This design comes from an exercise in tuning for small area on the open sky130 flow, not from production work.
In this exercise RTL edits were held to simulation tests only and were not proved equivalent to the original.

job 3990:
// wht_1d
module wht_1d #(
    parameter  WIDTH0 = 8,
    parameter  WIDTH1 = 11,
    parameter  WIDTH2 = 13
)(
    input   wire                            clk,
    input   wire                            rst_n,
    input   wire    signed  [WIDTH0-1:0]    blk_i0,
    input   wire    signed  [WIDTH0-1:0]    blk_i1,
    input   wire    signed  [WIDTH0-1:0]    blk_i2,
    input   wire    signed  [WIDTH0-1:0]    blk_i3,
    input   wire    signed  [WIDTH0-1:0]    blk_i4,
    input   wire    signed  [WIDTH0-1:0]    blk_i5,
    input   wire    signed  [WIDTH0-1:0]    blk_i6,
    input   wire    signed  [WIDTH0-1:0]    blk_i7,
    input   wire    signed  [WIDTH0-1:0]    blk_i8,
    input   wire    signed  [WIDTH0-1:0]    blk_i9,
    input   wire    signed  [WIDTH0-1:0]    blk_i10,
    input   wire    signed  [WIDTH0-1:0]    blk_i11,
    input   wire    signed  [WIDTH0-1:0]    blk_i12,
    input   wire    signed  [WIDTH0-1:0]    blk_i13,
    input   wire    signed  [WIDTH0-1:0]    blk_i14,
    input   wire    signed  [WIDTH0-1:0]    blk_i15,
    input   wire                            blk_ivalid,
    output  wire            [WIDTH2-1:0]    blk_o0,
    output  wire            [WIDTH2-1:0]    blk_o1,
    output  wire            [WIDTH2-1:0]    blk_o2,
    output  wire            [WIDTH2-1:0]    blk_o3,
    output  wire            [WIDTH2-1:0]    blk_o4,
    output  wire            [WIDTH2-1:0]    blk_o5,
    output  wire            [WIDTH2-1:0]    blk_o6,
    output  wire            [WIDTH2-1:0]    blk_o7,
    output  wire            [WIDTH2-1:0]    blk_o8,
    output  wire            [WIDTH2-1:0]    blk_o9,
    output  wire            [WIDTH2-1:0]    blk_o10,
    output  wire            [WIDTH2-1:0]    blk_o11,
    output  wire            [WIDTH2-1:0]    blk_o12,
    output  wire            [WIDTH2-1:0]    blk_o13,
    output  wire            [WIDTH2-1:0]    blk_o14,
    output  wire            [WIDTH2-1:0]    blk_o15,
    output  reg                             blk_ovalid
);
    reg     [7:0]   r1_0, r2_0, r3_0, r4_0;
    reg     [7:0]   r1_1, r2_1, r3_1, r4_1;
    reg     [7:0]   r1_2, r2_2, r3_2, r4_2;
    reg     [7:0]   r1_3, r2_3, r3_3, r4_3;
    reg     [7:0]   r1_4, r2_4, r3_4, r4_4;
  ...
Size in the first run: about 340 I/O pins, about 24000 sq um of cells after synthesis.
==> flow/config.mk <==
export PLATFORM = sky130hd
export DESIGN_NAME = wht_1d
export DESIGN_NICKNAME = wht_1d
export VERILOG_FILES = /design/flow/design.v
export SDC_FILE = /design/flow/constraint.sdc
export NUM_CORES = 8
export LEC_CHECK = 0
export CAP_MARGIN = 20
export CORE_MARGIN = 2
export CORE_UTILIZATION = 65
export CTS_BUF_LIST = sky130_fd_sc_hd__clkbuf_4
export CTS_CLUSTER_DIAMETER = 50
export CTS_CLUSTER_SIZE = 11
export PLACE_DENSITY = 0.8
export SLEW_MARGIN = 20
export SYNTH_HIERARCHICAL = 1
==> flow/constraint.sdc <==
create_clock -name core_clock -period 10.0 [get_ports {clk}]
set_input_delay 2.0000 -clock core_clock [delete_from_list [all_inputs] [get_ports {clk}]]
set_output_delay 2.0000 -clock core_clock [all_outputs]
set_load 0.01 [all_outputs]
run.sh (not shown) runs the stock make flow with config.mk's settings and CLKGATE_MAP_FILE= SYNTH_SCRIPT=/design/flow/synth_recipe.tcl, a recipe that flattens the netlist after the stock synthesis.
Job 3990 finished every stage and its layout cleared the timing, DRC and antenna checks.
--- input diff job 3990..job 8172 ---
Settings: CTS_BUF_LIST: sky130_fd_sc_hd__clkbuf_4 -> unset; CTS_CLUSTER_SIZE: 11 -> unset; CTS_CLUSTER_DIAMETER: 50 -> unset.
==> flow/flow/run.sh (new file) <==
#!/bin/bash
# The standard ORFS layout (standard.sh), with two changes:
#  - port buffers are sky130_fd_sc_hd__buf_1 instead of the default delay buffer;
#  - the clock tree uses clkbuf_4 leaf clusters of up to 11 flip-flops and no dummy loads.
# make's full output goes to flow.log here; ORFS keeps each step's log under orfs/logs/.
set -euo pipefail
export BUFFER_PORTS_ARGS="-buffer_cell sky130_fd_sc_hd__buf_1"
export CTS_ARGS="-sink_clustering_enable -repair_clock_nets -dont_use_dummy_load -buf_list sky130_fd_sc_hd__clkbuf_4 -sink_clustering_size 11 -sink_clustering_max_diameter 50"
bash standard.sh > flow.log 2>&1
==> flow/standard.sh (new file) <==
#!/bin/bash
# synth_recipe.tcl (not shown) runs the flow's synth.tcl, then flattens the netlist and writes it again
# the make line also repeats each setting of config.mk as NAME=value (left out here)
make -C /OpenROAD-flow-scripts/flow DESIGN_CONFIG=/design/flow/config.mk WORK_HOME=/design/flow/orfs CLKGATE_MAP_FILE= SYNTH_SCRIPT=/design/flow/synth_recipe.tcl "${@:-finish}"
removed: flow/run.sh
## What came out
Going from job 3990 to job 8172, critical path depth grows by 2. Per the comparison of job 8172 with job 3990, wire length after detailed routing dropped 2.8%, first-pass GRT wire length has decreased.
Here is what was changed in the inputs of job 7357 compared with job 8172.
Settings: CORE_UTILIZATION changed from 65 to 50; PLACE_DENSITY changed from 0.8 to 0.65.
--- a/flow/flow/run.sh
+++ b/flow/flow/run.sh
@@ -8 +8 @@
-export CTS_ARGS="-sink_clustering_enable -repair_clock_nets -dont_use_dummy_load -buf_list sky130_fd_sc_hd__clkbuf_4 -sink_clustering_size 11 -sink_clustering_max_diameter 50"
+export CTS_ARGS="-sink_clustering_enable -repair_clock_nets -dont_use_dummy_load -buf_list sky130_fd_sc_hd__clkbuf_4 -sink_clustering_size 11 -sink_clustering_max_diameter 60"
==> summary.txt <==
- The flow did not stop early for job 7357: all stages ran, and the layout cleared the timing, DRC and antenna checks.
- Compared with job 8172, job 7357 shows a higher y dimension of the die.
- Compared with job 8172, job 7357 ends up with more cell area.
- Per the comparison of job 7357 with job 8172, clock-buffer cell count increased by 2 relative to the old numbers; number of diodes decreased by 1 relative to the old numbers; flop-to-flop setup slack decreased by 0.04 ns relative to the old numbers.

-- port drivers added, routing unchanged --
In the flow no input, the clock included, has a driving cell. The finished layouts below were timed again as built, in two steps.
Step 1 (the two cells are an assumption about what drives the block):
set clk [get_ports {clk}]
set_driving_cell -lib_cell sky130_fd_sc_hd__clkbuf_16 $clk
set_driving_cell -lib_cell sky130_fd_sc_hd__buf_2 [delete_from_list [all_inputs] $clk]
Step 2 adds t to the input delays and takes it off the output delays; t is the mean of the earliest and latest rising clock arrival at the registers after step 1. Input paths then give back, and output paths get back, about the clock's delay inside the block.
a / b / c = no drivers / after step 1 / after step 2; a / b = the first two.
run | t (ns) | setup slack, ns | worst setup path after step 2 | worst register clock-pin slew, ns
job 3990 | 0.808 | 0.274 / 0.224 / 1.032 | register to output | 0.12 / 0.12
job 8172 | 0.770 | 0.477 / 0.428 / 1.199 | register to output | 0.12 / 0.12
job 7357 | 0.811 | 0.358 / 0.301 / 1.112 | register to output | 0.12 / 0.12
After both steps setup and hold are still met in every run listed.
